Source: an optimization exercise on an open RTL-to-GDS flow (aim: small area and a short achievable clock period). Production flows keep margins and buffers that such runs may drop.
Where RTL was checked, it was by simulation tests only, not by an equivalence proof against the original.
Only the layout flow was run in runs 3 to 6; the RTL was not checked for function there.

`constraint.sdc`:
```
create_clock -name core_clock -period 9.5 [get_ports {clk}]
set_input_delay 1.9000 -clock core_clock [delete_from_list [all_inputs] [get_ports {clk}]]
set_output_delay 1.9000 -clock core_clock [all_outputs]
set_load 0.01 [all_outputs]
```
`config.mk`:
```
export PLATFORM = sky130hd
export DESIGN_NAME = fft_3_8
export DESIGN_NICKNAME = fft_3_8
export VERILOG_FILES = /design/flow/design.v
export SDC_FILE = /design/flow/constraint.sdc
export NUM_CORES = 4
export LEC_CHECK = 0
export CAP_MARGIN = 20
export CORE_MARGIN = 2
export CORE_UTILIZATION = 40
export SLEW_MARGIN = 20
```
`design.v`:
```
module cmplxmul #(
 parameter DBW = 3
) (
 input  [2*DBW-1:0] op1,
 input  [2*DBW-1:0] op2,
 output [4*DBW-1:0] prod
);
wire signed [  DBW-1:0] op1_re, op1_im, op2_re, op2_im;
wire signed [2*DBW-1:0] prod_re, prod_im;
assign {op1_im, op1_re} = op1;
assign {op2_im, op2_re} = op2;
assign prod_re = op1_re * op2_re - op1_im * op2_im;
assign prod_im = op1_re * op2_im + op1_im * op2_re;
assign prod = {prod_im, prod_re};
endmodule
module halfrate #(
 parameter DBW = 3,
 parameter CBW = 3 ) (
 input            clk,
 input  [CBW-1:0] cnt,
 input  [DBW-1:0] din,
 output [DBW-1:0] dout );
reg  [DBW-1:0] mem [(1<<(CBW-1))- 2:0];
reg  [DBW-1:0] mem_rd;
wire [CBW-1:0] cnt_half = {~cnt[CBW-1], cnt[CBW-2:0]};
wire mem_wren = cnt[CBW-1] && |cnt[CBW-2:1];
wire [CBW-2:0] mem_waddr = cnt[CBW-2:0] - 2;
always @(posedge clk)
  if (mem_wren)
    mem[mem_waddr] <= din;
wire mem_rden = cnt[0] && 3 <= cnt_half && !(&cnt_half);
wire [CBW-2:0] mem_raddr = cnt_half[CBW-1:1] - {{(CBW-1){1'b0}}, 1'b1};
always @(posedge clk)
  if (mem_rden)
    mem_rd <= mem[mem_raddr];
reg [DBW-1:0] din_d1;
always @(posedge clk)
  if (cnt[CBW-1] && cnt[CBW-2:1] == 0) din_d1 <= din;
assign dout
 = !cnt[CBW-1]                              ? mem_rd
 : (cnt[CBW-2:0] == 0)                      ? din
 : (1 <= cnt[CBW-2:0] && cnt[CBW-2:0] <= 3) ? din_d1
 :                                            mem_rd;
endmodule
module stage1 #(
 parameter DBW = 4,
 parameter CBW = 3,
 parameter FBW = 2 ) (
 input                           clk,
 input  [               CBW-1:0] cnt,
 input  [2*DBW*(1<<(CBW-1))-1:0] trigon,
 input  [             2*DBW-1:0] din,     
 output [             2*DBW-1:0] dout );  
function [DBW*2:0] addsub(
 input [  DBW-1:0] din1,
 input [DBW*2-1:0] din2,
 input             sub);
  addsub
   = {{(DBW-FBW+1){din1[DBW-1]}}, din1, {(FBW){1'b0}}}
   + ({(2*DBW+1){sub}} ^ {din2[2*DBW-1], din2})
   + {{(2*DBW){1'b0}}, sub};
endfunction
function [DBW+2:0] round(input [DBW*2:0] din);
  round = {din[2*DBW], din[2*DBW:DBW-1]} + {{(DBW+2){1'b0}}, din[DBW-2]};
endfunction
function [DBW-1:0] clip(input [DBW+2:0] din);
  if      (!din[DBW+2] && din[DBW+1:DBW-1] != 3'b000)
    clip = {1'b0, {(DBW-1){1'b1}}};
  else if ( din[DBW+2] && din[DBW+1:DBW-1] != 3'b111)
    clip = {1'b1, {(DBW-1){1'b0}}};
  else
    clip = din[DBW-1:0];
endfunction
reg [2*DBW-1:0] mem [(1<<(CBW-1))-1:0];
reg [2*DBW-1:0] mem_rd;
wire [CBW-2:0] mem_raddr
 = {~cnt[CBW-1], cnt[CBW-2:1]} + {{(CBW-2){1'b0}}, 1'b1};
always @(posedge clk)
  if (!cnt[CBW-1]) mem[cnt[CBW-2:0]] <= din;
always @(posedge clk)
  if (cnt[0])
    mem_rd <= mem[mem_raddr];
wire [2*DBW-1:0] dout_half;
halfrate #( .DBW(2*DBW), .CBW(CBW) ) halfrate_i (
 .clk  (clk),
 .cnt  (cnt),
 .din  (din),
 .dout (dout_half) );
wire [4*DBW-1:0] prod;  
wire [2*DBW-1:0] trigon1 = trigon >> ({~cnt[CBW-1], cnt[CBW-2:1]}*2*DBW);
cmplxmul #( .DBW(DBW) ) cmplxmul_i (
 .op1  (trigon1),
 .op2  (dout_half),
 .prod (prod) );
wire [2*DBW:0] sum_im
 = addsub(mem_rd[2*DBW-1:DBW], prod[4*DBW-1:2*DBW], cnt[0]);  
wire [DBW+2:0] sum_im_round = round(sum_im);  
assign dout[2*DBW-1:DBW] = clip(sum_im_round);  
wire [2*DBW:0] sum_re
 = addsub(mem_rd[DBW-1:0], prod[2*DBW-1:0], cnt[0]);
wire [DBW+2:0] sum_re_round = round(sum_re);
assign dout[DBW-1:0] = clip(sum_re_round);
endmodule
module fft_3_8 #(
 parameter DBW = 8,
 parameter CBW = 3) (
 input                  clk,
 input                  rstx,
 input                  clear,
 input      [  DBW-1:0] din,
 output reg [2*DBW-1:0] dout );
reg [CBW-1:0] cnt;
always @(posedge clk or negedge rstx)
  if (!rstx)      cnt <= {CBW{1'b0}};
  else if (clear) cnt <= {CBW{1'b0}};
  else            cnt <= cnt + {{(CBW-1){1'b0}}, 1'b1};
wire [2*DBW-1:0] dout_1, dout_2, dout_pre;
reg  [2*DBW-1:0] dout_1_d, dout_2_d;
stage1 #(.DBW(DBW), .CBW(CBW), .FBW(6)) stage1_1 (
 .clk    (clk),
 .cnt    (cnt),
 .trigon ({ 8'h00, 8'h40
          , 8'h00, 8'h40
          , 8'h00, 8'h40
          , 8'h00, 8'h40 }),
 .din    ({{DBW{1'b0}}, din}),
 .dout   (dout_1) );
always @(posedge clk) dout_1_d <= dout_1;
stage1 #(.DBW(DBW), .CBW(CBW), .FBW(6)) stage1_2 (
 .clk    (clk),
 .cnt    (cnt + 3'd3),
 .trigon ({ 8'hC0, 8'h00
          , 8'h00, 8'h40
          , 8'hC0, 8'h00
          , 8'h00, 8'h40 }),
 .din    (dout_1_d),
 .dout   (dout_2) );
always @(posedge clk) dout_2_d <= dout_2;
stage1 #(.DBW(DBW), .CBW(CBW), .FBW(6)) stage1_3 (
 .clk    (clk),
 .cnt    (cnt + 3'd6),
 .trigon ({ 8'hD3, 8'hD3
          , 8'hD3, 8'h2D
          , 8'hC0, 8'h00
          , 8'h00, 8'h40 }),
 .din    (dout_2_d),
 .dout   (dout_pre) );
always @(posedge clk) dout <= dout_pre;
endmodule
```
`run.sh`:
```
#!/bin/bash
# synth_recipe.tcl (not shown) runs the flow's synth.tcl, then flattens the netlist and writes it again
# the make line also repeats each setting of config.mk as NAME=value (left out here)
make -C /OpenROAD-flow-scripts/flow DESIGN_CONFIG=/design/flow/config.mk WORK_HOME=/design/flow/orfs CLKGATE_MAP_FILE= SYNTH_SCRIPT=/design/flow/synth_recipe.tcl finish
```
==> results of run 1 <==
## flip-flops by register name (all words and copies together), names as in the netlist, 24 cells and up
name,count
stage1_1.halfrate_i.mem,24
stage1_1.mem,32
stage1_2.halfrate_i.mem,24
stage1_2.mem,32
stage1_3.halfrate_i.mem,48
stage1_3.mem,64
## area by class of cell
class | count | area (sq um)
Fill cell | 6462 | 38940
Multi-Input combinational cell | 1586 | 15920
Sequential cell | 363 | 10490
Inverter | 451 | 1693
Tap cell | 940 | 1176
Clock buffer | 44 | 994.7
Timing Repair Buffer | 55 | 478.0
Clock inverter | 28 | 326.6
## synthesized netlist by cell type (20+ instances only)
| master | count | area, sq um |
|---|---|---|
| nor3_1 | 20 | 100.1 |
| nand2_1 | 101 | 379.1 |
| a21o_1 | 41 | 307.8 |
| mux2i_1 | 66 | 660.6 |
| mux4_2 | 32 | 720.7 |
| fa_1 | 222 | 4444 |
| nor2b_1 | 27 | 168.9 |
| xnor2_1 | 153 | 1340 |
| nor2_1 | 108 | 405.4 |
| o21ai_0 | 86 | 430.4 |
| xor2_1 | 55 | 481.7 |
| edfxtp_1 | 320 | 9609 |
| ha_1 | 301 | 3766 |
| clkbuf_1 | 41 | 153.9 |
| o21ai_1 | 23 | 115.1 |
| and2_1 | 38 | 237.7 |
| a21oi_1 | 74 | 370.4 |
| dfxtp_1 | 40 | 800.8 |
| inv_1 | 449 | 1685 |
## placed cells by master, fill, tap and decap left out, types with 54 or more instances in the layout
master	count
inv_1	449
edfxtp_1	320
ha_1	299
fa_1	222
xnor2_1	153
nor2_1	105
nand2_1	101
o21ai_0	85
a21oi_1	73
mux2i_1	66
xor2_1	54
## worst max-delay path: cells and delay by family, from the launching register on
family,cells,cell delay (ns)
AO/OA/AOI/OAI,11,2.34
flip-flops,1,0.45
AND/OR/NAND/NOR,5,0.68
adder cells (fa/ha/maj),9,4.05
XOR/XNOR,2,0.29
buffers and inverters,9,0.93
## through the flow
stage	setup slack [ns]	hold WS [ns]	instances	util, %
finish	0.5956	0.5145	3467	44.39
global route	0.007939	0.5360	3467	44.39
CTS	0.3798	0.5170	3467	44.32
detailed placement	0.4519	0.5053	3395	42.43
global placement	0.6815	0.5026	3395	42.43
floorplan	0.05353	0.4963	2458	-
## routing by layer
metal / share of wire [%] / track usage (%)
met2: 50 / 27.97
met5: 0.047 / 0
met1: 45 / 21.47
met3: 3.2 / 1.903
met4: 1.8 / 3.801
## what timing repair did
item / CTS / global route
hold endpoints to repair: 0 / 0
setup endpoints to repair: 0 / 13
resized for setup: 0 / 11
## how the worst min path moves through the flow
stage | from | to | depth (start not counted) | slack, ns
detailed placement | stage1_3.halfrate_i.mem[2][15]$_DFFE_PP_ | stage1_3.halfrate_i.mem_rd[15]$_DFFE_PP_ | 2 | 0.51
global route | stage1_1.halfrate_i.mem[2][6]$_DFFE_PP_ | stage1_1.halfrate_i.mem_rd[6]$_DFFE_PP_ | 2 | 0.54
finish | stage1_1.halfrate_i.mem[2][4]$_DFFE_PP_ | stage1_1.halfrate_i.mem_rd[4]$_DFFE_PP_ | 2 | 0.51
global placement | stage1_1.halfrate_i.mem[2][1]$_DFFE_PP_ | stage1_1.halfrate_i.mem_rd[1]$_DFFE_PP_ | 2 | 0.50
floorplan | stage1_2.halfrate_i.mem[2][7]$_DFFE_PP_ | stage1_2.halfrate_i.mem_rd[7]$_DFFE_PP_ | 2 | 0.50
CTS | stage1_1.halfrate_i.mem[2][6]$_DFFE_PP_ | stage1_1.halfrate_i.mem_rd[6]$_DFFE_PP_ | 2 | 0.52
## cell families after synthesis
kind of cell,count (synthesis),synth area share [%]
adders and majority gates,526,29.12
buffers and inverters,509,6.866
and+or+nand+nor,403,7.216
DFF,363,37.05
AOI/OAI and AO/OA,348,8.294
xor gates and xnor gates,209,6.495
muxes,100,4.961
==> summary.txt, run 1 <==
Run status
  • Status: timing/DRC/antenna clean

Run
  • Max_cap viols: 0

Yosys
  • Post-Syn Nets: 2,992
  • Synth Cell Area: 28,300 sq um
  • Ys flop type: edfxtp_1
  • Yosys reg bits: 363
  • Synth unique cells: 96
  • Post-synth EDFFs: 320
  • Syn_area_per_cell: 11.51 sq um
  • Sequential area share after synthesis: 37.05%
  • Post-synthesis cell count: 2,458
  • Synth warn: 3
  • Post-synth ARST share: 0.8264%

Setup path
  • Crit path launch: cnt[1]$_DFF_PN0_
  • CP max-delay cell: fa_1
  • Crit-path max FO: 23
  • Max incr delay on CP: 0.55 ns
  • Last element of the critical path: dout[2]$_SDFF_PP1_
  • Crit path DAT: 9.33 ns
  • Critical R2R Launch: cnt[1]$_DFF_PN0_
  • Worst reg2reg path depth: 36
  • FF-to-FF setup slack: 0.60 ns
  • Top cell by count, worst path: inv_1
  • Crit Path Class: reg -> reg
  • RR Endpoint: dout[2]$_SDFF_PP1_
  • Req. time, crit path: 9.92 ns
  • CP Launch Type: register
  • Crit. End Element: register

Cells and area
  • Layout cells sized above 1: 7.440%
  • Antenna diode count: 0
  • Final Cell Area: 31,080 sq um
  • Final nets: 3,030
  • Area growth from synthesis to layout: 9.837%

Die
  • Die width: 270.0 um
  • Core area: 70,030 sq um
  • Die Height: 270.0 um
  • Die ar.: 72,890 sq um
  • Initial Utilization: 40.41%
  • # IOs: 27
  • Row cnt: 97

Placement
  • Placer Congestion: 0.8879
  • Placed Instance Area: 29,720 sq um
  • Dpl hpwl: 45.25 mm
  • Number of port buffers: 26

Drt
  • Starting DRC count in detailed routing: 883
  • Number of vias per cell: 4.952
  • Wirelength, routed: 57.50 mm
  • Routed wire per std cell: 16.59 um
  • Vias: 17,170
  • Drt drc: 0
  • Antenna-violating nets left: 0
  • Pre-antenna DRT Iters: 5

STA
  • FMAX: 0.1123 GHz
  • Final period util: 93.73%
  • Max-slew violations: 0
  • Setup Skew: 0.03393 ns
  • Least-Margin Pin Slew: 1.059 ns
  • Final count of negative-setup-slack endpoints: 0
  • RSZ-0062 raised after global routing: no
  • Tmin final: 8.904 ns
  • Final hold vios: 0
  • Setup TNS: 0 ns
  • Slew headroom: 29.13%

Global route
  • First-pass GRT wire length: 94.85 mm
  • Pin count of the biggest net entering global routing: 55
  • Number of global-route vias before repair: 17,990
  • Initial antenna violation count: 2
  • Tot GR Track Use: 16.10%
  • Overflow after GRT: 0

Clock network
  • CTS clk-pin slew, worst paths: 0.07 ns
  • Htree depth: 2
  • CTS root buffer: clkbuf_16
  • Clk buf depth: 3
  • CTS Hold Bufs: 0
  • Post-CTS Setup Bufs: 0
  • CTS tree: yes
  • CTS sink cnt: 363
  • Clock latency (worst-skew pair): 0.57 ns
  • TritonCTS Buffers: 39

Min path
  • Hold WC Path Type: reg -> reg
==> run 2, diff against run 1 <==
==> design.v (replaced) <==
module fft_3_8 #(
 parameter DBW = 8,
 parameter CBW = 3) (
 input                  clk,
 input                  rstx,
 input                  clear,
 input      [  DBW-1:0] din,
 output reg [2*DBW-1:0] dout );
reg [2:0] cnt;
always @(posedge clk or negedge rstx)
  if (!rstx)      cnt <= 3'd0;
  else if (clear) cnt <= 3'd0;
  else            cnt <= cnt + 3'd1;
wire ph0 = cnt == 3'd0;
wire ph1 = cnt == 3'd1;
wire ph2 = cnt == 3'd2;
wire ph3 = cnt == 3'd3;
wire ph4 = cnt == 3'd4;
wire ph5 = cnt == 3'd5;
wire ph6 = cnt == 3'd6;
wire ph7 = cnt == 3'd7;
reg [7:0] din_r, sr1, sr2, sr3, sr4;
wire st1 = ph5 | ph6 | ph7 | ph0;
wire [7:0] opb = (ph1 | ph2) ? sr2 : din_r;
wire [9:0] sum  = {{2{sr4[7]}}, sr4} + {{2{opb[7]}}, opb} + 10'd1;
wire [9:0] diff = {{2{sr4[7]}}, sr4} - {{2{opb[7]}}, opb} + 10'd1;
wire [7:0] s = sum[8:1];
wire [7:0] d = (!diff[9] && diff[8]) ? 8'h7f : diff[8:1];
always @(posedge clk) begin
  din_r <= din;
  sr1   <= st1 ? s : din_r;
  sr2   <= sr1;
  sr3   <= sr2;
  sr4   <= sr3;
end
reg [7:0] d0, d1, d2, d3;       
reg [7:0] c0, c1, c4, c5;
always @(posedge clk) begin
  if (ph5) d0 <= d;
  if (ph6) d1 <= d;
  if (ph7) d2 <= d;
  if (ph0) d3 <= d;
  if (ph1) begin c0 <= s; c1 <= d; end
  if (ph2) begin c4 <= s; c5 <= d; end
end
wire [9:0] w2 = {{2{d1[7]}}, d1} + {9'd0, d1[0]};        
wire [8:0] w  = w2[9:1];
wire [8:0] m7 = -{{2{d3[7]}}, d3[7:1]};
wire [8:0] tsum = (cnt[0] ? -w : w) + m7;    
reg  [8:0] t;
always @(posedge clk) t <= tsum;
wire [13:0] tx = {{5{t[8]}}, t};
wire [13:0] p45 = (tx << 5) + (tx << 3) + (tx << 2) + tx;
reg [13:0] wp1, wp2;
reg [7:0] wa1, wa5;
reg       we;
always @(posedge clk) begin
  if (ph5) begin wp1 <= p45; wa1 <= d0; wa5 <= d2; we <= d3[0]; end
  if (ph6) wp2 <= p45;
end
wire real_a  = ph6 | ph7;           
wire real_b  = ph0 | ph1;           
wire cplx    = ph2 | ph3 | ph4 | ph5;
wire [15:0] are = real_a ? {{2{c0[7]}}, c0, 6'd0}
                       : real_b ? {{2{c1[7]}}, c1, 6'd0}
                       :          {{3{wa1[7]}}, wa1, 5'd0};
wire [15:0] pre = real_a ? {{2{c4[7]}}, c4, 6'd0}
                       : cplx   ? {{2{wp1[13]}}, wp1}
                       :          16'd0;
wire neg_re = ph7 | ph3 | ph4;
wire [15:0] kre = 16'd64 + (cplx ? {10'd0, wa1[0], 5'd0} : 16'd0)
                       + (ph4 & we ? 16'd45 : 16'd0)
                       - (ph5 & we ? 16'd45 : 16'd0);
wire [15:0] vre = are + (neg_re ? -pre : pre) + kre;
wire [7:0] xre = (!vre[15] && vre[14]) ? 8'h7f : vre[14:7];
wire neg_a5 = ph2 | ph3;
wire [15:0] aim = cplx ? {{3{wa5[7]}}, wa5, 5'd0} : 16'd0;
wire [15:0] pim = real_b ? {{2{c5[7]}}, c5, 6'd0}
                       : cplx   ? {{2{wp2[13]}}, wp2}
                       :          16'd0;
wire neg_im = ph0 | ph3 | ph5;
wire [15:0] kim = 16'd64 + (cplx ? {10'd0, wa5[0], 5'd0} : 16'd0)
                       - (ph4 & we ? 16'd45 : 16'd0)
                       + (ph5 & we ? 16'd45 : 16'd0);
wire [15:0] vim = (neg_a5 ? -aim : aim) + (neg_im ? -pim : pim) + kim;
wire [7:0] xim = vim[14:7];
always @(posedge clk) dout <= {xim, xre};
endmodule
==> summary.txt, run 2 <==
Run status
  • Status: timing/DRC/antenna clean

Yosys
  • Sequential area share after synthesis: 44.86%
  • Synth unique cells: 78
  • Synth area leader: edfxtp_1
  • Synth cell count leaders: ha_1, edfxtp_1, nand2_1, inv_1, dfxtp_1
  • Post-synthesis cell count: 942
  • Post-Syn Nets: 1,107
  • Synth Cell Area: 10,360 sq um
  • Count leader, synth: ha_1
  • Syn_area_per_cell: 11.00 sq um
  • Yosys reg bits: 177
  • Synth warn: 1
  • Synth top area share: 31.58%
  • Ys flop type: edfxtp_1
  • Synth area leaders: edfxtp_1, ha_1, dfxtp_1, fa_1, xnor2_1
  • Post-synth EDFFs: 109
  • Post-synth ARST share: 1.695%

Setup path
  • CP Launch Type: register
  • Max incr delay on CP: 0.65 ns
  • CP max-delay cell: a21oi_2
  • Crit Path Class: reg -> reg
  • Crit path cell chain: ha_1, ha_1, a21o_1, a21oi_2, nand2_1, ha_1, o21ai_0, o21ai_0, o31ai_1, o21a_1, a21oi_1, ha_1, inv_1, ha_1, ha_1, ha_1, a21o_1, a2111oi_0, o21a_1, nor2_1, o311a_1, or2_1, o21ai_1
  • Top cell by count, worst path: ha_1
  • Crit. End Element: register
  • Crit path DAT: 6.81 ns
  • Crit-path max FO: 24
  • Req. time, crit path: 9.87 ns

Clock network
  • Htree depth: 4
  • CTS root buffer: clkbuf_16
  • # resized after CTS: 0
  • CTS clk-pin slew, worst paths: 0.07 ns
  • TritonCTS Buffers: 17
  • CTS sink cnt: 177
  • Clk buf depth: 2
  • CTS tree: yes
  • CTS Hold Bufs: 0
  • Post-CTS Setup Bufs: 0
  • Clock latency (worst-skew pair): 0.44 ns

Drt
  • Wirelength, routed: 21.33 mm
  • Starting DRC count in detailed routing: 487
  • Pre-antenna DRT Iters: 5
  • Vias: 6,766
  • Routed wire per std cell: 16.18 um
  • Antenna-violating nets left: 0
  • Drt drc: 0
  • Number of vias per cell: 5.134

STA
  • Max-slew violations: 0
  • Final hold vios: 0
  • FMAX: 0.1551 GHz
  • Tmin final: 6.447 ns
  • Hold slack: 0.3303 ns
  • Least-Margin Pin Slew: 1.019 ns
  • Setup Skew: 0.01776 ns
  • RSZ-0062 raised after global routing: no
  • Final count of negative-setup-slack endpoints: 0
  • Final period util: 67.86%
  • Setup TNS: 0 ns
  • Slew headroom: 32.09%

Die
  • Die width: 165.0 um
  • Die ar.: 27,210 sq um
  • Row cnt: 58
  • Die Height: 165.0 um
  • Core area: 25,330 sq um
  • Initial Utilization: 40.92%
  • # IOs: 27

Global route
  • Initial antenna violation count: 0
  • Pin count of the biggest net entering global routing: 43
  • First-pass GRT wire length: 34.71 mm
  • Overflow after GRT: 0
  • Number of global-route vias before repair: 6,458
  • Tot GR Track Use: 16.87%

Cells and area
  • Final nets: 1,140
  • Area growth from synthesis to layout: 12.30%
  • Largest regs: dout x16, wp1 x14, wp2 x14
  • Commonest non-fill, non-tap cell in the layout: ha_1
  • Antenna diode count: 0
  • Core Util, Final: 45.95%
  • Max FFs per register: 16
  • Layout cells sized above 1: 6.579%
  • Most frequent cells in the layout: ha_1, edfxtp_1, nand2_1
  • Biggest register: dout

Placement
  • Placer Congestion: 0.8803
  • Number of port buffers: 26
  • Dpl hpwl: 16.48 mm

Run
  • Max_cap viols: 0

Min path
  • Hold WC Path Type: reg -> reg
run 2: changes by cell type after synthesis, moves of 32 or more:
| cell | change |
|---|---|
| inv_1 | -379 |
| edfxtp_1 | -211 |
| fa_1 | -197 |
| ha_1 | -172 |
| xnor2_1 | -98 |
| mux2i_1 | -61 |
| nor2_1 | -56 |
| o21ai_0 | -49 |
| mux4_2 | -32 |
| xor2_1 | -32 |
run 2: kinds of logic (layout without fill, tap and decap cells):
family                   Yosys count  count (layout)  share of synthesized area (%)
AND/OR/NAND/NOR                  227             227                          10.32
buffers and inverters             90             136                          3.368
adder cells (fa/ha/maj)          154             154                          20.40
multiplexers                      17              17                          1.787
XOR/XNOR                          80              80                          7.014
flip-flops                       177             177                          44.86
AO/OA/AOI/OAI                    197             197                          12.24
run 2: cell type report:
class                      instances  area, sq um
timing repair buffer              33        310.3
clock inverter                    14        182.7
sequential                       177         4649
inverter                          71        266.5
fill                            2345        13690
tap                              330        412.9
clock buffer                      18        450.4
multi-input combinational        675         5366
run 2: through the flow:
stage          worst slack, ns  cells  instance area (sq um)
4_1_cts                  3.095   1317                  11630
2_1_floorplan            3.704    942                  10360
5_1_grt                  2.395   1318                  11640
3_5_place_dp             3.110   1285                  11000
6_report                 3.053   1318                  11640
3_3_place_gp             3.274   1285                  11000
run 2: final timing paths:
kind / start / to / slack, ns / cells past startpoint
worst max-delay path: cnt[0]$_DFF_PN0_ / dout[2]$_SDFF_PP1_ / 3.05 / 23
worst min-delay path: sr3[7]$_DFF_P_ / sr4[7]$_DFF_P_ / 0.33 / 0
worst max register to register: cnt[0]$_DFF_PN0_ / dout[2]$_SDFF_PP1_ / 3.05 / 23
worst min register to register: sr3[7]$_DFF_P_ / sr4[7]$_DFF_P_ / 0.33 / 0
max in group asynchronous: rstx / cnt[2]$_DFF_PN0_ / 7.64 / 1
min in group asynchronous: rstx / cnt[0]$_DFF_PN0_ / 1.68 / 1
run 2: metal layers:
layer / global-route usage [%] / wire, um / vias up
met3: 2.411 / 817 / 28
li1: - / - / 3429
met2: 26.09 / 9455 / 146
met1: 23.82 / 10470 / 3163
met4: 6.798 / 589 / 0
met5: 0 / 0 / -
run 2: worst max-delay path: cells and delay by family, from the launching register on:
family / cells / cell delay [ns]
AOI/OAI and AO/OA: 12 / 3.15
adders and majority gates: 7 / 2.13
and+or+nand+nor: 3 / 0.53
DFF: 1 / 0.52
buffers and inverters: 1 / 0.04
==> run 3, diff against run 2 <==
==> design.v (replaced) <==
module fft_3_8 #(
 parameter DBW = 8,
 parameter CBW = 3) (
 input                  clk,
 input                  rstx,
 input                  clear,
 input      [  DBW-1:0] din,
 output reg [2*DBW-1:0] dout );
reg [7:0] ph;
always @(posedge clk or negedge rstx)
  if (!rstx)      ph <= 8'd1;
  else if (clear) ph <= 8'd1;
  else            ph <= {ph[6:0], ph[7]};
reg [7:0] din_r, sr1, sr2, sr3, sr4;
wire st1 = ph[5] | ph[6] | ph[7] | ph[0];
wire [7:0] opb = (ph[1] | ph[2]) ? sr2 : din_r;
wire [9:0] sum  = {{2{sr4[7]}}, sr4} + {{2{opb[7]}}, opb} + 10'd1;
wire [9:0] diff = {{2{sr4[7]}}, sr4} - {{2{opb[7]}}, opb} + 10'd1;
wire [7:0] s = sum[8:1];
wire [7:0] d = (!diff[9] && diff[8]) ? 8'h7f : diff[8:1];
always @(posedge clk) begin
  din_r <= din;
  sr1   <= st1 ? s : din_r;
  sr2   <= sr1;
  sr3   <= sr2;
  sr4   <= sr3;
end
reg [7:0] d0, d1, d2, d3;       
reg [7:0] c0, c1, c4, c5;
always @(posedge clk) begin
  if (ph[5]) d0 <= d;
  if (ph[6]) d1 <= d;
  if (ph[7]) d2 <= d;
  if (ph[0]) d3 <= d;
  if (ph[1]) begin c0 <= s; c1 <= d; end
  if (ph[2]) begin c4 <= s; c5 <= d; end
end
wire       tneg = ph[5];
wire [9:0] ta3  = {{2{d1[7]}}, d1} ^ {10{tneg}};
wire [9:0] ta7  = ~{{2{d3[7]}}, d3};
wire [1:0] tk   = tneg ? (2'd2 - d1[0] + d3[0]) : (2'd1 + d1[0] + d3[0]);
wire [9:0] t2   = ta3 + ta7 + {8'd0, tk};
reg  [8:0] t;
always @(posedge clk) t <= t2[9:1];
wire [13:0] tx  = {{5{t[8]}}, t};
wire [13:0] p45 = (tx << 5) + (tx << 3) + (tx << 2) + tx;
reg [13:0] wp1, wp2;
reg [7:0]  wa1, wa5;
reg        we;
always @(posedge clk) begin
  if (ph[5]) begin wp1 <= p45; wa1 <= d0; wa5 <= d2; we <= d3[0]; end
  if (ph[6]) wp2 <= p45;
end
wire rA = ph[6] | ph[7];                
wire rB = ph[0] | ph[1];                
wire cx = ph[2] | ph[3] | ph[4] | ph[5];
wire [15:0] are = ({16{rA}} & {{2{c0[7]}}, c0, 6'd0})
                | ({16{rB}} & {{2{c1[7]}}, c1, 6'd0})
                | ({16{cx}} & {{3{wa1[7]}}, wa1, 5'd0});
wire [15:0] pre = ({16{rA}} & {{2{c4[7]}}, c4, 6'd0})
                | ({16{cx}} & {{2{wp1[13]}}, wp1});
wire nre = ph[7] | ph[3] | ph[4];
wire [7:0] kre = (ph[2] | ph[6] | rB) ? 8'd64
               : ph[5] ? (we ? 8'd19 : 8'd64)
               : ph[4] ? (we ? 8'd110 : 8'd65)
               :         8'd65;
wire [7:0] kre2 = kre + {2'd0, cx & wa1[0], 5'd0};
wire [15:0] vre = are + (pre ^ {16{nre}}) + {8'd0, kre2};
wire [7:0] xre = (!vre[15] && vre[14]) ? 8'h7f : vre[14:7];
wire nai = ph[2] | ph[3];
wire [15:0] aim = {16{cx}} & ({{3{wa5[7]}}, wa5, 5'd0} ^ {16{nai}});
wire [15:0] pim = ({16{rB}} & {{2{c5[7]}}, c5, 6'd0})
                | ({16{cx}} & {{2{wp2[13]}}, wp2});
wire nim = ph[0] | ph[3] | ph[5];
wire [7:0] kim = (ph[6] | ph[7]) ? 8'd0
               : ph[0] ? 8'd65
               : ph[1] ? 8'd64
               : ph[2] ? 8'd65
               : ph[3] ? 8'd66
               : ph[4] ? (we ? 8'd19 : 8'd64)
               :         (we ? 8'd110 : 8'd65);
wire [7:0] kim2 = kim + {2'd0, cx & wa5[0], 5'd0};
wire [15:0] vim = aim + (pim ^ {16{nim}}) + {8'd0, kim2};
wire [7:0] xim = vim[14:7];
always @(posedge clk) dout <= {xim, xre};
endmodule
==> summary.txt, run 3 <==
Setup path
  • Crit-path max FO: 37
  • Crit. End Element: register
  • Crit Path Class: reg -> reg
  • Crit path launch: ph[2]$_DFF_PN0_
  • FF-to-FF setup slack: 4.52 ns
  • Worst reg2reg path depth: 19
  • Max incr delay on CP: 0.47 ns
  • Crit path DAT: 5.29 ns
  • Critical R2R Launch: ph[2]$_DFF_PN0_
  • CP max-delay cell: fa_1
  • RR Endpoint: dout[6]$_SDFF_PP1_
  • Last element of the critical path: dout[6]$_SDFF_PP1_
  • Crit path cell chain: buf_4, nor2_1, inv_1, or3_1, buf_4, and2_1, ha_1, ha_1, inv_1, fa_1, inv_1, ha_1, a211oi_1, nand2_1, a31oi_4, nor3_4, o211ai_2, a221o_1, o211ai_1
  • Req. time, crit path: 9.81 ns
  • CP Launch Type: register

Yosys
  • Synth cell count leaders: ha_1, edfxtp_1, inv_1, dfxtp_1
  • Yosys reg bits: 182
  • Sequential area share after synthesis: 50.33%
  • Post-synth EDFFs: 109
  • Ys flop type: edfxtp_1
  • Post-synthesis cell count: 773
  • Post-synth ARST share: 4.396%
  • Synth area leader: edfxtp_1
  • Syn_area_per_cell: 12.28 sq um
  • Post-Syn Nets: 921
  • Synth unique cells: 61
  • Synth Cell Area: 9489 sq um
  • Count leader, synth: ha_1
  • Synth area leaders: edfxtp_1, ha_1, dfxtp_1, fa_1, xor2_1
  • Synth warn: 1
  • Synth top area share: 34.49%

Drt
  • Antenna-violating nets left: 0
  • Wirelength, routed: 17.82 mm
  • Number of vias per cell: 4.941
  • Routed wire per std cell: 15.64 um
  • Starting DRC count in detailed routing: 361
  • Vias: 5,628
  • Drt drc: 0
  • Pre-antenna DRT Iters: 7

Min path
  • Hold WC Path Type: reg -> reg

Die
  • Initial Utilization: 40.55%
  • Die width: 158.0 um
  • Row cnt: 56
  • Die Height: 158.0 um
  • # IOs: 27
  • Core area: 23,400 sq um
  • Die ar.: 24,970 sq um

Global route
  • Met1 usage: 21.16%
  • Met3 Resource Use GR: 2.546%
  • Tot GR Track Use: 15.38%
  • Number of global-route vias before repair: 5,464
  • First-pass GRT wire length: 28.69 mm
  • Most Crowded Layer GR: met2
  • Met2 Usage GRT: 24.62%
  • Initial antenna violation count: 0
  • Overflow after GRT: 0
  • Pin count of the biggest net entering global routing: 61

Placement
  • Dpl hpwl: 13.35 mm
  • Number of port buffers: 26
  • Placed Instance Area: 10,120 sq um
  • Setup WS pre-CTS: 4.458 ns
  • Placer Congestion: 0.7717
  • Placed cells: 1,107

STA
  • FMAX: 0.2008 GHz
  • Setup ws final: 4.520 ns
  • Max-slew violations: 0
  • Setup Skew: 0.01697 ns
  • Setup TNS: 0 ns
  • Final hold vios: 0
  • Final count of negative-setup-slack endpoints: 0
  • Tmin final: 4.980 ns
  • Least-Margin Pin Slew: 0.8832 ns
  • Final period util: 52.42%
  • RSZ-0062 raised after global routing: no
  • Slew headroom: 41.12%

Clock network
  • CTS clk-pin slew, worst paths: 0.07 ns
  • CTS tree: yes
  • CTS sink cnt: 182
  • Htree depth: 4
  • Post-CTS Setup Bufs: 0
  • CTS root buffer: clkbuf_16
  • # resized after CTS: 0
  • Clock latency (worst-skew pair): 0.45 ns
  • CTS Hold Bufs: 0
  • TritonCTS Buffers: 17
  • Clk buf depth: 2

Cells and area
  • Antenna diode count: 0
  • Largest regs: dout x16, wp1 x14, wp2 x14
  • Commonest non-fill, non-tap cell in the layout: ha_1
  • Finished Layout Cells: 1,139
  • Final nets: 955
  • Final Cell Area: 10,710 sq um
  • Layout cells sized above 1: 8.049%
  • Max FFs per register: 16
  • Area growth from synthesis to layout: 12.88%
  • Most frequent cells in the layout: ha_1, edfxtp_1, inv_1
  • Biggest register: dout

Run status
  • Status: timing/DRC/antenna clean

Run
  • Max_cap viols: 0
## run 3: metrics by stage
stage	utilization, %	hold WS (ns)
finish	45.77	0.3243
global route	45.77	0.3322
CTS	45.77	0.3263
detailed placement	43.26	0.3128
global placement	43.26	0.3098
floorplan	-	0.3096
## run 3: cell families (layout without fill, tap and decap cells)
family	count (synthesis)	count (layout)	synth area share [%]
buf+inv	90	137	3.679
simple gates	144	144	7.845
xor+xnor	72	72	6.646
fa+ha+maj	137	137	20.20
mux	16	16	1.886
compound gates	132	132	9.415
flops	182	182	50.33
## run 3: final cells by class
class	count	area [sq um]
clock buffers	18	429.2
flip-flops and latches	182	4777
fillers	2132	12690
clock inverters	14	157.7
inverters	73	274.0
well taps	319	399.1
multi-input cells	501	4369
repair buffers	32	305.3
## run 3: worst min path at each step
stage | cells after the start | from | end
floorplan | 0 | sr1[0]$_DFF_P_ | sr2[0]$_DFF_P_
global route | 0 | sr3[1]$_DFF_P_ | sr4[1]$_DFF_P_
finish | 0 | sr3[1]$_DFF_P_ | sr4[1]$_DFF_P_
CTS | 0 | sr3[1]$_DFF_P_ | sr4[1]$_DFF_P_
global placement | 0 | sr3[5]$_DFF_P_ | sr4[5]$_DFF_P_
detailed placement | 0 | sr3[7]$_DFF_P_ | sr4[7]$_DFF_P_
## run 3: metal layers
layer  part of all wire (%)  routed length, um  vias to the layer above
li1                       -                  -                     2826
met1                     50               8829                     2686
met2                     46               8193                       98
met3                    3.0                531                       18
met4                    1.5                263                        0
met5                      0                  0                        -
## run 3: critical path, delay by kind of cell, from the launching register on
kind | cells | cell delay [ns]
buffers and inverters | 5 | 0.88
DFF | 1 | 0.42
and+or+nand+nor | 5 | 1.18
AOI/OAI and AO/OA | 5 | 1.22
adders and majority gates | 4 | 1.13
==> run 4, diff against run 3 <==
--- a/config.mk
+++ b/config.mk
@@ -5,7 +5,9 @@
 export SDC_FILE = /design/flow/constraint.sdc
 export NUM_CORES = 4
 export LEC_CHECK = 0
+export ABC_CLOCK_PERIOD_IN_PS = 3500
 export CAP_MARGIN = 20
 export CORE_MARGIN = 2
 export CORE_UTILIZATION = 40
+export SETUP_SLACK_MARGIN = 5
 export SLEW_MARGIN = 20
==> summary.txt, run 4 <==
Run status
  • Status: timing/DRC/antenna clean

Drt
  • Number of vias per cell: 4.941
  • Vias: 5,643
  • Routed wire per std cell: 15.74 um
  • Drt drc: 0
  • Starting DRC count in detailed routing: 333
  • Antenna-violating nets left: 0
  • Pre-antenna DRT Iters: 6
  • Wirelength, routed: 17.98 mm

Cells and area
  • Area growth from synthesis to layout: 13.87%
  • Most frequent cells in the layout: ha_1, edfxtp_1, inv_1
  • Largest regs: dout x16, wp1 x14, wp2 x14
  • Layout cells sized above 1: 9.842%
  • Commonest non-fill, non-tap cell in the layout: ha_1
  • Final nets: 958
  • Biggest register: dout
  • Finished Layout Cells: 1,142
  • Fillcell total: 2,152
  • Max FFs per register: 16
  • Antenna diode count: 0
  • Final Cell Area: 10,810 sq um

Yosys
  • Synth Cell Area: 9489 sq um
  • Post-Syn Nets: 921
  • XOR/XNOR Fraction of Synth Area: 6.646%
  • Compound-Gate Fraction of Synth Area: 9.415%
  • Synth warn: 1
  • Ys flop type: edfxtp_1
  • Post-synthesis mux area share: 1.886%
  • Synth area leader: edfxtp_1
  • Post-synthesis cell count: 773
  • Synth area leaders: edfxtp_1, ha_1, dfxtp_1, fa_1, xor2_1
  • Post-synth ARST share: 4.396%
  • Synth unique cells: 61
  • Sequential area share after synthesis: 50.33%
  • Synth Area in Simple Gates: 7.845%
  • Synth cell count leaders: ha_1, edfxtp_1, inv_1, dfxtp_1
  • Post-synthesis adder-cell area fraction: 20.20%
  • Synth top area share: 34.49%
  • Count leader, synth: ha_1
  • Syn_area_per_cell: 12.28 sq um
  • Post-synth EDFFs: 109
  • Yosys reg bits: 182
  • Largest family of logic cells by synthesized area: adder cells

Setup path
  • FF-to-FF setup slack: 5.27 ns
  • Worst reg2reg path depth: 18
  • Crit Path Class: reg -> reg
  • Crit path launch: ph[3]$_DFF_PN0_
  • RR Endpoint: dout[6]$_SDFF_PP1_
  • CP Launch Type: register
  • Crit-path max FO: 29
  • Req. time, crit path: 9.82 ns
  • Crit path DAT: 4.55 ns
  • Crit. End Element: register
  • Critical R2R Launch: ph[3]$_DFF_PN0_
  • Last element of the critical path: dout[6]$_SDFF_PP1_

STA
  • Final count of negative-setup-slack endpoints: 0
  • Slew headroom: 39.50%
  • Tmin final: 4.233 ns
  • Max-slew violations: 0
  • Final hold vios: 0
  • Hold slack: 0.3287 ns
  • Least-Margin Pin Slew: 0.9076 ns
  • RSZ-0062 raised after global routing: yes
  • Setup TNS: 0 ns
  • Setup Skew: 0.01139 ns
  • Final period util: 44.56%
  • FMAX: 0.2362 GHz

Die
  • Die ar.: 24,970 sq um
  • Initial Utilization: 40.55%
  • Die Height: 158.0 um
  • Row cnt: 56
  • # IOs: 27
  • Die width: 158.0 um
  • Core area: 23,400 sq um

Global route
  • Pin count of the biggest net entering global routing: 33
  • Number of global-route vias before repair: 5,531
  • Initial antenna violation count: 0
  • Tot GR Track Use: 15.40%
  • First-pass GRT wire length: 28.89 mm
  • Overflow after GRT: 0

Clock network
  • Clk buf depth: 2
  • Htree depth: 4
  • CTS sink cnt: 182
  • Clock latency (worst-skew pair): 0.44 ns
  • TritonCTS Buffers: 17
  • CTS tree: yes
  • CTS Hold Bufs: 0
  • CTS clk-pin slew, worst paths: 0.07 ns
  • CTS root buffer: clkbuf_16

Run
  • Max_cap viols: 0

Min path
  • Hold WC Path Type: reg -> reg

Placement
  • Dpl hpwl: 13.21 mm
  • Placed cells: 1,106
  • Placed Instance Area: 10,120 sq um
  • Number of port buffers: 26
  • Placer Congestion: 0.7718
[run 4: cell count changes in the layout (fill, tap and decap cells not counted), sizes merged]
| cell | change |
|---|---|
| buf | +3 |
| clkbuf | -1 |
| clkinvlp | +2 |
| inv | -1 |
[run 4: worst max-delay path, cell delays in order (launching register included)]
cell	delay [ns]
dfrtp_1	0.53
nor2_4	0.22
clkinvlp_4	0.11
or3_4	0.39
buf_6	0.21
and2_1	0.19
ha_1	0.19
ha_1	0.27
inv_1	0.05
fa_1	0.47
inv_1	0.04
ha_1	0.22
a211oi_2	0.19
nand2_1	0.13
a31oi_4	0.25
nor3_4	0.08
o211ai_2	0.22
a221o_2	0.26
o211ai_1	0.10
[run 4: metrics by stage]
stage	utilization (%)	worst slack (ns)
after floorplan	-	5.051
after global placement	43.25	4.701
after detailed placement	43.25	4.588
after CTS	45.94	4.991
after global routing	46.17	4.973
final	46.17	5.267
[run 4: cell type report]
type / count / area, sq um / area share, %
sequential: 182 / 4781 / 44.24
multi-input combinational: 501 / 4418 / 40.89
clock buffer: 17 / 425.4 / 3.937
tap: 319 / 399.1 / 3.694
timing repair buffer: 35 / 347.8 / 3.219
inverter: 73 / 277.8 / 2.571
clock inverter: 15 / 156.4 / 1.447
[run 4: cells by family (layout without fill, tap and decap cells)]
kind of cell	after synthesis	after routing
AOI/OAI and AO/OA	132	132
xor gates and xnor gates	72	72
adders and majority gates	137	137
buffers and inverters	90	140
DFF	182	182
muxes	16	16
and+or+nand+nor	144	144
[run 4: worst min path at each step]
stage / from / end / slack [ns] / cells past startpoint
global placement: sr1[0]$_DFF_P_ / sr2[0]$_DFF_P_ / 0.31 / 0
detailed placement: sr1[0]$_DFF_P_ / sr2[0]$_DFF_P_ / 0.31 / 0
floorplan: sr1[0]$_DFF_P_ / sr2[0]$_DFF_P_ / 0.31 / 0
global route: sr3[3]$_DFF_P_ / sr4[3]$_DFF_P_ / 0.33 / 0
finish: sr1[5]$_DFF_P_ / sr2[5]$_DFF_P_ / 0.33 / 0
CTS: sr1[0]$_DFF_P_ / sr2[0]$_DFF_P_ / 0.33 / 0
[run 4: layer usage]
layer,track usage (%),routed length (um),vias up
met3,3.312,629,19
li1,-,-,2831
met2,25.07,8458,86
met4,5.234,264,0
met1,20.44,8627,2707
met5,0,0,-
[run 4: what timing repair did]
item,CTS,global route
resized for setup,5,11
pin swaps,1,3
cloned,0,0
buffers inserted,2,2
endpoints found under the setup margin,54,61
==> run 5, diff against run 4 <==
--- a/design.v
+++ b/design.v
@@ -17,7 +17,8 @@
 wire [9:0] sum  = {{2{sr4[7]}}, sr4} + {{2{opb[7]}}, opb} + 10'd1;
 wire [9:0] diff = {{2{sr4[7]}}, sr4} - {{2{opb[7]}}, opb} + 10'd1;
 wire [7:0] s = sum[8:1];
-wire [7:0] d = (!diff[9] && diff[8]) ? 8'h7f : diff[8:1];
+wire       dsat = (sr4 == 8'h7f) && (opb == 8'h80);
+wire [7:0] d = dsat ? 8'h7f : diff[8:1];
 always @(posedge clk) begin
   din_r <= din;
   sr1   <= st1 ? s : din_r;
@@ -51,35 +52,41 @@
   if (ph[5]) begin wp1 <= p45; wa1 <= d0; wa5 <= d2; we <= d3[0]; end
   if (ph[6]) wp2 <= p45;
 end
-wire rA = ph[6] | ph[7];                
-wire rB = ph[0] | ph[1];                
-wire cx = ph[2] | ph[3] | ph[4] | ph[5];
+wire [7:0] phn = clear ? 8'd1 : {ph[6:0], ph[7]};
+reg rA, rB, cx, nre, nim, nai, k4, k5, sat4;
+always @(posedge clk or negedge rstx)
+  if (!rstx) begin
+    rA <= 1'b0; rB <= 1'b1; cx <= 1'b0; nre <= 1'b0; nim <= 1'b1; nai <= 1'b0;
+    k4 <= 1'b0; k5 <= 1'b0;
+  end else begin
+    rA  <= phn[6] | phn[7];                       
+    rB  <= phn[0] | phn[1];                       
+    cx  <= phn[2] | phn[3] | phn[4] | phn[5];     
+    nre <= phn[7] | phn[3] | phn[4];
+    nim <= phn[0] | phn[3] | phn[5];
+    nai <= phn[2] | phn[3];
+    k4  <= phn[4];
+    k5  <= phn[5];
+  end
+reg x4s;
+always @(posedge clk) if (ph[3]) x4s <= (c0 == 8'h7f) && (c4 == 8'h80);
+always @(posedge clk) sat4 <= x4s & phn[7];
 wire [15:0] are = ({16{rA}} & {{2{c0[7]}}, c0, 6'd0})
                 | ({16{rB}} & {{2{c1[7]}}, c1, 6'd0})
                 | ({16{cx}} & {{3{wa1[7]}}, wa1, 5'd0});
 wire [15:0] pre = ({16{rA}} & {{2{c4[7]}}, c4, 6'd0})
                 | ({16{cx}} & {{2{wp1[13]}}, wp1});
-wire nre = ph[7] | ph[3] | ph[4];
-wire [7:0] kre = (ph[2] | ph[6] | rB) ? 8'd64
-               : ph[5] ? (we ? 8'd19 : 8'd64)
-               : ph[4] ? (we ? 8'd110 : 8'd65)
-               :         8'd65;
-wire [7:0] kre2 = kre + {2'd0, cx & wa1[0], 5'd0};
+wire       ken = k4 & we, kep = k5 & we;
+wire [7:0] kre2 = (ken ? 8'd110 : kep ? 8'd19 : {7'd32, nre})
+                + {2'd0, cx & wa1[0], 5'd0};
 wire [15:0] vre = are + (pre ^ {16{nre}}) + {8'd0, kre2};
-wire [7:0] xre = (!vre[15] && vre[14]) ? 8'h7f : vre[14:7];
-wire nai = ph[2] | ph[3];
+wire [7:0] xre = sat4 ? 8'h7f : vre[14:7];
 wire [15:0] aim = {16{cx}} & ({{3{wa5[7]}}, wa5, 5'd0} ^ {16{nai}});
 wire [15:0] pim = ({16{rB}} & {{2{c5[7]}}, c5, 6'd0})
                 | ({16{cx}} & {{2{wp2[13]}}, wp2});
-wire nim = ph[0] | ph[3] | ph[5];
-wire [7:0] kim = (ph[6] | ph[7]) ? 8'd0
-               : ph[0] ? 8'd65
-               : ph[1] ? 8'd64
-               : ph[2] ? 8'd65
-               : ph[3] ? 8'd66
-               : ph[4] ? (we ? 8'd19 : 8'd64)
-               :         (we ? 8'd110 : 8'd65);
-wire [7:0] kim2 = kim + {2'd0, cx & wa5[0], 5'd0};
+wire [7:0] kim2 = (rA ? 8'd0 : ken ? 8'd19 : kep ? 8'd110
+                 : 8'd64 + {6'd0, nai & nim, nai ^ nim})
+                + {2'd0, cx & wa5[0], 5'd0};
 wire [15:0] vim = aim + (pim ^ {16{nim}}) + {8'd0, kim2};
 wire [7:0] xim = vim[14:7];
 always @(posedge clk) dout <= {xim, xre};
==> summary.txt, run 5 <==
Run status
  • Status: timing/DRC/antenna clean

Die
  • # IOs: 27
  • Initial Utilization: 40.91%
  • Die width: 159.4 um
  • Die Height: 159.4 um
  • Row cnt: 56
  • Die ar.: 25,410 sq um
  • Core area: 23,610 sq um

STA
  • Final period util: 40.52%
  • Tmin final: 3.849 ns
  • Final count of negative-setup-slack endpoints: 0
  • FMAX: 0.2598 GHz
  • Slew headroom: 44.49%
  • Setup TNS: 0 ns
  • Setup Skew: 0.01816 ns
  • Hold slack: 0.3279 ns
  • Setup ws final: 5.651 ns
  • Final hold vios: 0
  • RSZ-0062 raised after global routing: no
  • Max-slew violations: 0
  • Least-Margin Pin Slew: 0.8326 ns

Setup path
  • Crit Path Class: reg -> reg
  • Crit. End Element: register
  • Crit-path max FO: 20
  • Crit path DAT: 3.98 ns
  • Req. time, crit path: 9.63 ns
  • CP Launch Type: register

Drt
  • Number of vias per cell: 4.945
  • M1 WL: 8.678 mm
  • Met3 WL: 522 um
  • Starting DRC count in detailed routing: 401
  • Wirelength, routed: 18.35 mm
  • Pre-antenna DRT Iters: 7
  • Met2 WL post-DR: 8.947 mm
  • Routed wire per std cell: 16.27 um
  • Uppermost routed layer: met4
  • Antenna-violating nets left: 0
  • Vias: 5,578
  • Drt drc: 0

Clock network
  • TritonCTS Buffers: 17
  • CTS sink cnt: 190
  • Htree depth: 4
  • CTS Hold Bufs: 0
  • CTS clk-pin slew, worst paths: 0.08 ns
  • CTS tree: yes
  • CTS root buffer: clkbuf_16
  • Clock latency (worst-skew pair): 0.43 ns
  • Clk buf depth: 2
  • Post-CTS Setup Bufs: 0

Yosys
  • Synth Area in Simple Gates: 7.034%
  • Yosys reg bits: 190
  • Post-Syn Nets: 910
  • Synth unique cells: 62
  • Post-synth ARST share: 7.368%
  • Post-synthesis adder-cell area fraction: 19.09%
  • Synth area leader: edfxtp_1
  • Synth warn: 1
  • Ys flop type: edfxtp_1
  • Count leader, synth: edfxtp_1
  • Synth cell count leaders: edfxtp_1, ha_1, inv_1, dfxtp_1, xnor2_1
  • Synth area leaders: edfxtp_1, ha_1, dfxtp_1, fa_1, xnor2_1
  • Post-synthesis cell count: 766
  • Compound-Gate Fraction of Synth Area: 8.938%
  • Syn_area_per_cell: 12.61 sq um
  • Synth Cell Area: 9659 sq um
  • Post-synthesis mux area share: 1.671%
  • XOR/XNOR Fraction of Synth Area: 8.251%
  • Post-synth EDFFs: 110
  • Largest family of logic cells by synthesized area: adder cells
  • Synth top area share: 34.20%
  • Sequential area share after synthesis: 51.54%

Cells and area
  • Reg area: 4980 sq um
  • Commonest non-fill, non-tap cell in the layout: edfxtp_1
  • Area growth from synthesis to layout: 12.62%
  • Antenna diode count: 0
  • Most frequent cells in the layout: edfxtp_1, ha_1, inv_1
  • Fillcell total: 2,186
  • Largest regs: dout x16, wp1 x14, wp2 x14
  • Layout cells sized above 1: 7.417%
  • Biggest register: dout
  • Max FFs per register: 16
  • Multi-input gate area: 4348 sq um
  • Core Util, Final: 46.07%
  • Final nets: 940

Global route
  • Initial antenna violation count: 0
  • Number of global-route vias before repair: 5,517
  • Pin count of the biggest net entering global routing: 49
  • Tot GR Track Use: 14.88%
  • Overflow after GRT: 0
  • First-pass GRT wire length: 29.40 mm

Placement
  • Dpl hpwl: 13.82 mm
  • Setup WS pre-CTS: 5.335 ns
  • Placer Congestion: 0.8070
  • Number of port buffers: 26

Run
  • Max_cap viols: 0

Min path
  • Hold WC Path Type: reg -> reg
run 5: per-layer routing:
| metal | up-vias | track usage, % |
|---|---|---|
| li1 | 2764 | - |
| met1 | 2704 | 19.72 |
| met2 | 98 | 25.14 |
| met3 | 12 | 2.761 |
| met4 | 0 | 3.967 |
| met5 | - | 0 |
run 5: area by class of cell:
class	instances	share of cell area (%)
tap	319	3.669
multi-input combinational	490	39.97
clock buffer	18	4.141
clock inverter	14	1.495
inverter	68	2.346
timing repair buffer	29	2.599
sequential	190	45.78
run 5: kinds of logic after synthesis:
logic type / after synthesis
DFF: 190
and+or+nand+nor: 134
adders and majority gates: 133
AOI/OAI and AO/OA: 117
xor gates and xnor gates: 91
buffers and inverters: 86
muxes: 15
run 5: worst paths after layout:
| path | slack, ns | endpoint | startpoint | depth (start not counted) |
|---|---|---|---|---|
| setup / recovery | 5.65 | d3[6]$_DFFE_PP_ | ph[2]$_DFF_PN0_ | 14 |
| hold / removal | 0.33 | sr4[7]$_DFF_P_ | sr3[7]$_DFF_P_ | 0 |
| setup reg to reg | 5.65 | d3[6]$_DFFE_PP_ | ph[2]$_DFF_PN0_ | 14 |
| hold reg to reg | 0.33 | sr4[7]$_DFF_P_ | sr3[7]$_DFF_P_ | 0 |
| max in group asynchronous | 7.01 | ph[5]$_DFF_PN0_ | rstx | 1 |
| min in group asynchronous | 1.93 | ph[2]$_DFF_PN0_ | rstx | 1 |
run 5: per-stage QoR:
step                      cells  cell area (sq um)
after floorplan             766               9659
after global placement     1096              10260
after detailed placement   1096              10260
after CTS                  1128              10880
after global routing       1128              10880
final                      1128              10880
run 5: what timing repair did:
| action | 4_1_cts | 5_1_grt |
|---|---|---|
| hold endpoints to repair | 0 | 0 |
| gates resized for setup | 0 | 1 |
| setup endpoints to repair | 0 | 6 |
run 5: critical path: stages (launching register included):
cell and delay (ns):
dfrtp_1 0.70, nor2_2 0.64, mux2_2 0.46, ha_1 0.30
inv_1 0.09, ha_1 0.17, inv_1 0.05, fa_1 0.37
nor2b_1 0.15, o21a_1 0.14, o21ai_0 0.08, nand2b_1 0.08
a21oi_1 0.07, xor2_1 0.13, nand2_1 0.14
==> run 6, diff against run 5 <==
--- a/design.v
+++ b/design.v
@@ -13,7 +13,8 @@
   else            ph <= {ph[6:0], ph[7]};
 reg [7:0] din_r, sr1, sr2, sr3, sr4;
 wire st1 = ph[5] | ph[6] | ph[7] | ph[0];
-wire [7:0] opb = (ph[1] | ph[2]) ? sr2 : din_r;
+reg [7:0] opb;
+always @(posedge clk) opb <= (ph[0] | ph[1]) ? sr1 : din;
 wire [9:0] sum  = {{2{sr4[7]}}, sr4} + {{2{opb[7]}}, opb} + 10'd1;
 wire [9:0] diff = {{2{sr4[7]}}, sr4} - {{2{opb[7]}}, opb} + 10'd1;
 wire [7:0] s = sum[8:1];
@@ -44,7 +45,12 @@
 reg  [8:0] t;
 always @(posedge clk) t <= t2[9:1];
 wire [13:0] tx  = {{5{t[8]}}, t};
-wire [13:0] p45 = (tx << 5) + (tx << 3) + (tx << 2) + tx;
+wire [13:0] q1 = tx << 5, q2 = tx << 3, q3 = tx << 2;
+wire [13:0] ps1 = q1 ^ q2 ^ q3;
+wire [13:0] pc1 = {(q1[12:0] & q2[12:0]) | (q1[12:0] & q3[12:0]) | (q2[12:0] & q3[12:0]), 1'b0};
+wire [13:0] ps2 = ps1 ^ pc1 ^ tx;
+wire [13:0] pc2 = {(ps1[12:0] & pc1[12:0]) | (ps1[12:0] & tx[12:0]) | (pc1[12:0] & tx[12:0]), 1'b0};
+wire [13:0] p45 = ps2 + pc2;
 reg [13:0] wp1, wp2;
 reg [7:0]  wa1, wa5;
 reg        we;
==> summary.txt, run 6 <==
Clock network
  • Htree depth: 4
  • CTS root buffer: clkbuf_16
  • CTS tree: yes
  • # resized after CTS: 0
  • Clk buf depth: 2
  • CTS Hold Bufs: 0
  • CTS clk-pin slew, worst paths: 0.08 ns
  • TritonCTS Buffers: 17
  • CTS sink cnt: 198
  • Post-CTS Setup Bufs: 0
  • Clock latency (worst-skew pair): 0.44 ns

Die
  • Die Height: 160.8 um
  • Row cnt: 57
  • Die ar.: 25,850 sq um
  • Core area: 24,250 sq um
  • Initial Utilization: 40.54%
  • Die width: 160.8 um
  • # IOs: 27

Yosys
  • Post-Syn Nets: 935
  • Post-synthesis mux area share: 1.591%
  • XOR/XNOR Fraction of Synth Area: 7.662%
  • Syn_area_per_cell: 12.44 sq um
  • Synth Area in Simple Gates: 7.586%
  • Largest family of logic cells by synthesized area: adder cells
  • Synth area leader: edfxtp_1
  • Synth area leaders: edfxtp_1, dfxtp_1, ha_1, fa_1, xnor2_1
  • Compound-Gate Fraction of Synth Area: 8.897%
  • Synth cell count leaders: edfxtp_1, ha_1, dfxtp_1, inv_1, nand2_1
  • Sequential area share after synthesis: 52.27%
  • Post-synth EDFFs: 110
  • Synth warn: 1
  • Ys flop type: edfxtp_1
  • Yosys reg bits: 198
  • Synth top area share: 33.60%
  • Post-synthesis cell count: 790
  • Post-synth ARST share: 7.071%
  • Synth unique cells: 65
  • Synth Cell Area: 9831 sq um
  • Post-synthesis adder-cell area fraction: 18.89%

Placement
  • Placer Congestion: 0.8068
  • Number of port buffers: 26
  • Dpl hpwl: 14.04 mm

Cells and area
  • Largest regs: dout x16, wp1 x14, wp2 x14
  • Most frequent cells in the layout: ha_1, edfxtp_1, dfxtp_1
  • Antenna diode count: 0
  • Final nets: 968
  • Biggest register: dout
  • Layout cells sized above 1: 6.459%
  • Max FFs per register: 16
  • Area growth from synthesis to layout: 12.49%

Setup path
  • RR Endpoint: dout[7]$_SDFF_PP0_
  • Crit path cell chain: a22oi_1, xnor2_1, fa_1, ha_1, ha_1, nand2_1, o21ai_0, a31o_2, a221o_1, o31a_1, or3_1, a21oi_1
  • CP Launch Type: register
  • Crit path DAT: 4.29 ns
  • Last element of the critical path: dout[7]$_SDFF_PP0_
  • Req. time, crit path: 9.86 ns
  • Crit path launch: rA$_DFF_PN0_
  • FF-to-FF setup slack: 5.57 ns
  • CP max-delay cell: dfrtp_1
  • Top cell by count, worst path: ha_1
  • Worst reg2reg path depth: 12
  • Crit-path max FO: 22
  • Crit Path Class: reg -> reg
  • Crit. End Element: register
  • Critical R2R Launch: rA$_DFF_PN0_
  • Max incr delay on CP: 0.82 ns

Run
  • Max_cap viols: 0

Global route
  • Overflow after GRT: 0
  • Pin count of the biggest net entering global routing: 56
  • Initial antenna violation count: 0
  • Tot GR Track Use: 15.13%
  • First-pass GRT wire length: 30.01 mm
  • Number of global-route vias before repair: 5,726

STA
  • Setup TNS: 0 ns
  • RSZ-0062 raised after global routing: no
  • Final hold vios: 0
  • Final count of negative-setup-slack endpoints: 0
  • Max-slew violations: 0
  • FMAX: 0.2546 GHz
  • Tmin final: 3.927 ns
  • Slew headroom: 45.66%
  • Least-Margin Pin Slew: 0.8122 ns
  • Setup Skew: 0.01794 ns
  • Final period util: 41.34%

Drt
  • Number of vias per cell: 4.959
  • Routed wire per std cell: 16.10 um
  • Uppermost routed layer: met4
  • M1 WL: 8.607 mm
  • Drt drc: 0
  • Antenna-violating nets left: 0
  • Pre-antenna DRT Iters: 7
  • Met3 WL: 572 um
  • Met2 WL post-DR: 9.180 mm
  • Vias: 5,752
  • Wirelength, routed: 18.68 mm
  • Starting DRC count in detailed routing: 340

Min path
  • Hold WC Path Type: reg -> reg

Run status
  • Status: timing/DRC/antenna clean
-- run 6: per-layer routing --
metal	vias to the layer above	global-route usage, %
li1	2875	-
met1	2774	19.42
met2	86	26.06
met3	17	3.177
met4	0	4.099
met5	-	0
-- run 6: worst min path at each step --
stage                      to  depth (start not counted)           start  slack [ns]
6_report       sr4[3]$_DFF_P_                          0  sr3[3]$_DFF_P_        0.33
5_1_grt        sr3[3]$_DFF_P_                          0  sr2[3]$_DFF_P_        0.34
4_1_cts        sr4[2]$_DFF_P_                          0  sr3[2]$_DFF_P_        0.33
3_5_place_dp   sr3[6]$_DFF_P_                          0  sr2[6]$_DFF_P_        0.31
3_3_place_gp   sr3[0]$_DFF_P_                          0  sr2[0]$_DFF_P_        0.31
2_1_floorplan  sr3[0]$_DFF_P_                          0  sr2[0]$_DFF_P_        0.31
-- run 6: final cells by class --
type,instances,area [sq um]
Clock buffer,17,425.4
Sequential cell,198,5140
Clock inverter,15,170.2
Multi-Input combinational cell,512,4387
Tap cell,324,405.4
Inverter,64,240.2
Fill cell,2246,13190
Timing Repair Buffer,30,290.3
-- run 6: cells by family after synthesis --
kind of cell             Yosys count
AO/OA/AOI/OAI                    127
XOR/XNOR                          86
AND/OR/NAND/NOR                  151
multiplexers                      14
buffers and inverters             80
flip-flops                       198
adder cells (fa/ha/maj)          134
-- run 6: worst max-delay path: cells and delay by family, from the launching register on --
kind / cells / cell delay (ns)
adders and majority gates: 3 / 1.15
DFF: 1 / 0.82
AOI/OAI and AO/OA: 6 / 1.29
and+or+nand+nor: 2 / 0.40
xor gates and xnor gates: 1 / 0.20
-- run 6: stage by stage --
stage	setup slack [ns]	area, sq um	std cells	hold slack [ns]	utilization (%)
finish	5.573	11060	1160	0.3306	45.60
global route	5.360	11060	1160	0.3410	45.60
detailed placement	5.620	10460	1128	0.3121	43.15
global placement	5.711	10460	1128	0.3098	43.15
CTS	5.590	11060	1160	0.3312	45.60
floorplan	5.314	9831	790	0.3096	-

[afterwards: timing with drivers on the ports]
No port has a modelled driver above. Below, the same layouts with a new extraction and two added sets of constraints. Step 1: set_driving_cell puts a clkbuf_16 on clk and a buf_2 on each other input, an assumption about the parent block. Step 2, shift: input delay + t, output delay - t, t = (earliest + latest rising clock arrival at the registers) / 2. This alone moves slack from input paths to output paths. Three values: ideal, step 1, step 2; two values: the first two.
| run | t (ns) | setup slack, ns | hold WS [ns] | worst setup path after step 2 | worst data-port slew with drivers (ns) |
|---|---|---|---|---|---|
| run 1 | 0.609 | 0.596 / 0.596 / 0.596 | 0.514 / 0.514 / 0.514 | register to register | 0.10 |
| run 2 | 0.479 | 3.053 / 3.053 / 3.053 | 0.330 / 0.330 / 0.330 | register to register | 0.03 |
| run 3 | 0.485 | 4.520 / 4.520 / 4.520 | 0.324 / 0.324 / 0.324 | register to register | 0.03 |
| run 4 | 0.482 | 5.267 / 5.267 / 5.267 | 0.329 / 0.329 / 0.329 | register to register | 0.03 |
| run 5 | 0.465 | 5.651 / 5.651 / 5.651 | 0.328 / 0.328 / 0.328 | register to register | 0.03 |
| run 6 | 0.468 | 5.573 / 5.573 / 5.573 | 0.331 / 0.331 / 0.331 | register to register | 0.06 |
After both steps every run listed still meets setup and hold.
